Source: an optimization exercise on an open RTL-to-GDS flow (aim: small area, a short achievable clock period and few clock cycles per item). Production flows keep margins and buffers that such runs may drop. RTL that was checked went through simulation tests only; none was proved equivalent to the original. No activity file was given, so power comes from the tool's default toggle rates.

// ysyx_23060203_MDU
module ysyx_23060203_MDU (
  input clock, reset,
  input flush,
  output in_ready,
  input in_valid,
  input [2:0] in_op,  
  input [31:0] in_a, in_b,
  input out_ready,
  output out_valid,
  output [31:0] out_data
);
export LEC_CHECK = 0
export CAP_MARGIN = 20
export CORE_MARGIN = 2
export CORE_UTILIZATION = 40
export SETUP_SLACK_MARGIN = 4.0
export SLEW_MARGIN = 20
create_clock -name core_clock -period 7.0 [get_ports {clock}]
run.sh (not shown) runs the stock make flow with config.mk's settings and CLKGATE_MAP_FILE= SYNTH_SCRIPT=/design/flow/synth_recipe.tcl, a recipe that flattens the netlist after the stock synthesis.
The baseline passed the timing, DRC and antenna checks.
Testbench counts at the start, summed over its fixed seeds: cycles 36,279, ops 3,200.
Next try:
Settings changed: SETUP_SLACK_MARGIN 4.0 to unset.
What happened: Cell count drops by roughly a tenth. Design area drops by a quarter to a third. First-iteration DRC count came out lower by a few percent. Count of clock-buffer cells in the layout is unchanged. Power went down by a quarter to a third.

* * *

Setup of rev 12:
ysyx_23060203_MDU, a different RTL version from the one above (not shown whole).
Size: ~2400 cells after synthesis, about 150 flip-flops.
export LEC_CHECK = 0
export CAP_MARGIN = 20
export CORE_MARGIN = 2
export CORE_UTILIZATION = 40
export SETUP_SLACK_MARGIN = 2.0
export SLEW_MARGIN = 20
create_clock -name core_clock -period 7.0 [get_ports {clock}]
Testbench counts of rev 12, summed over its fixed seeds: cycles 26,601, ops 3,200.
What rev 13 does differently from rev 12 at the input level:
Settings: SETUP_SLACK_MARGIN now 3.0, was 2.0; ABC_AREA now 1, previously not set.
--- outcome ---
The final reports for rev 13 and rev 12 show fraction of met3 tracks used by global routing higher in the former. Post-synthesis to final-layout area growth: rev 13 vs rev 12 up 8.0 points. The run showing the smaller number of logic stages on the critical path including buffering is rev 13.

* * *

job 101:
Another version of the RTL of ysyx_23060203_MDU (not shown whole).
For scale: about 3200 cells after synthesis, roughly 150 flip-flops, about 110 I/O pins.
// ysyx_23060203_MDU
module ysyx_23060203_MDU (
  input clock, reset,
  input flush,
  output in_ready,
  input in_valid,
  input [2:0] in_op,  
  input [31:0] in_a, in_b,
  input out_ready,
  output out_valid,
  output [31:0] out_data
);
Settings: LEC_CHECK=0, ABC_AREA=1, CAP_MARGIN=20, CORE_MARGIN=2, CORE_UTILIZATION=40, SETUP_SLACK_MARGIN=2.0, SLEW_MARGIN=20; clock period 7.0 ns.
Testbench counts of job 101, summed over its fixed seeds: cycles 26,601, ops 3,200.
diff inputs: job 101 => job 102
- a deleted ABC_AREA that had been 1
==> comparison <==
Count of inserted tapcells was lower in the run labelled job 102.
Compared with job 101, in job 102 routed wirelength normalized by instance count increased by about 24% relative to the old numbers, share of flip-flops with an asynchronous set or reset after synthesis closely matched the old numbers, maximum clock rate decreased by about 6% relative to the old numbers, worst setup slack decreased by 0.31 ns relative to the old numbers, met2 wirelength from detailed routing decreased by about 5.6% relative to the old numbers.
Compared with job 101, in job 102 sequential fraction of total cell area moved up; count of placed standard cells in the final layout, fillers left out decreased by about 20% relative to the old numbers; cell row count decreased 2; met3 usage went up 5.1 points.

* * *

Another version of the RTL of ysyx_23060203_MDU (not shown whole).
Size in the first run: ~2400 cells after synthesis, ~140 flip-flops, about 110 I/O pins, ~18000 µm² of cells after synthesis.
Settings: LEC_CHECK=0, CAP_MARGIN=20, CORE_MARGIN=2, CORE_UTILIZATION=40, SETUP_SLACK_MARGIN=1.5, SLEW_MARGIN=20; clock period 7.0 ns.
The starting point ran to the end with no violations.
Next try:
SETUP_SLACK_MARGIN = unset   (was 1.5)
=> Count of clock-buffer cells in the layout shrinks by 5; power grows by a few percent; cell area shrinks slightly; worst setup slack is worse by 0.0066 ns; die area stays the same; sequential power grows by a few percent; clock skew shrinks by 0.0053 ns.
No run of this note included a check of the RTL's function; only the layout flow was run.

* * *

ysyx_23060203_MDU with an RTL version that a note above also has.
For scale: ~2,400 cells after synthesis, roughly 150 flip-flops, ~110 I/O pins, roughly 19,000 µm² of cells after synthesis.
export LEC_CHECK = 0
export CAP_MARGIN = 20
export CORE_MARGIN = 2
export CORE_UTILIZATION = 40
export SETUP_SLACK_MARGIN = 3.0
export SLEW_MARGIN = 20
create_clock -name core_clock -period 7.0 [get_ports {clock}]
Testbench counts at the start, summed over its fixed seeds: cycles 26,601, ops 3,200.
Change:
ABC_AREA = 1   (was not set)
SETUP_SLACK_MARGIN = 2.0   (was 3.0)
Fmax rises by 9.4%.
Design area decreases by 11%.
Total power shrinks by 12%.

-- separate check: timing with driven ports --
In the flow no input, the clock included, has a driving cell. The finished layouts below were timed again as built, in two steps. Step 1: set_driving_cell puts a clkbuf_16 on clock and a buf_2 on each other input, an assumption about the parent block. Step 2 also shifts input and output timing later by t, the mid clock arrival at the registers, as if the neighbouring blocks saw the same clock. Slacks: ideal ports / drivers / drivers and shift; pairs: ideal ports / drivers.
run | t, ns | setup WS [ns] | latest minus earliest clock arrival (ns)
the first run of note 1 | 0.518 | 1.566 / 1.511 / 2.029 | 0.013 / 0.013
the second run of note 1 | 0.521 | 0.573 / 0.520 / 1.041 | 0.018 / 0.018
rev 12 | 0.550 | 1.601 / 1.608 / 1.057 | 0.016 / 0.015
rev 13 | 0.559 | 2.573 / 2.508 / 2.216 | 0.010 / 0.010
job 101 | 0.533 | 2.077 / 2.015 / 2.141 | 0.018 / 0.018
job 102 | 0.536 | 1.767 / 1.767 / 1.657 | 0.027 / 0.027
the first run of note 4 | 0.541 | 1.619 / 1.562 / 1.335 | 0.018 / 0.018
the second run of note 4 | 0.544 | 1.613 / 1.585 / 1.272 | 0.012 / 0.013
the first run of note 5 | 0.536 | 1.602 / 1.631 / 1.094 | 0.010 / 0.011
the second run of note 5 | 0.562 | 2.064 / 2.006 / 1.568 | 0.013 / 0.013
After both steps every run listed still meets setup and hold. For rev 12, which loses most, drivers alone change the setup slack by +0.007 ns; drivers and shift together by -0.544 ns.
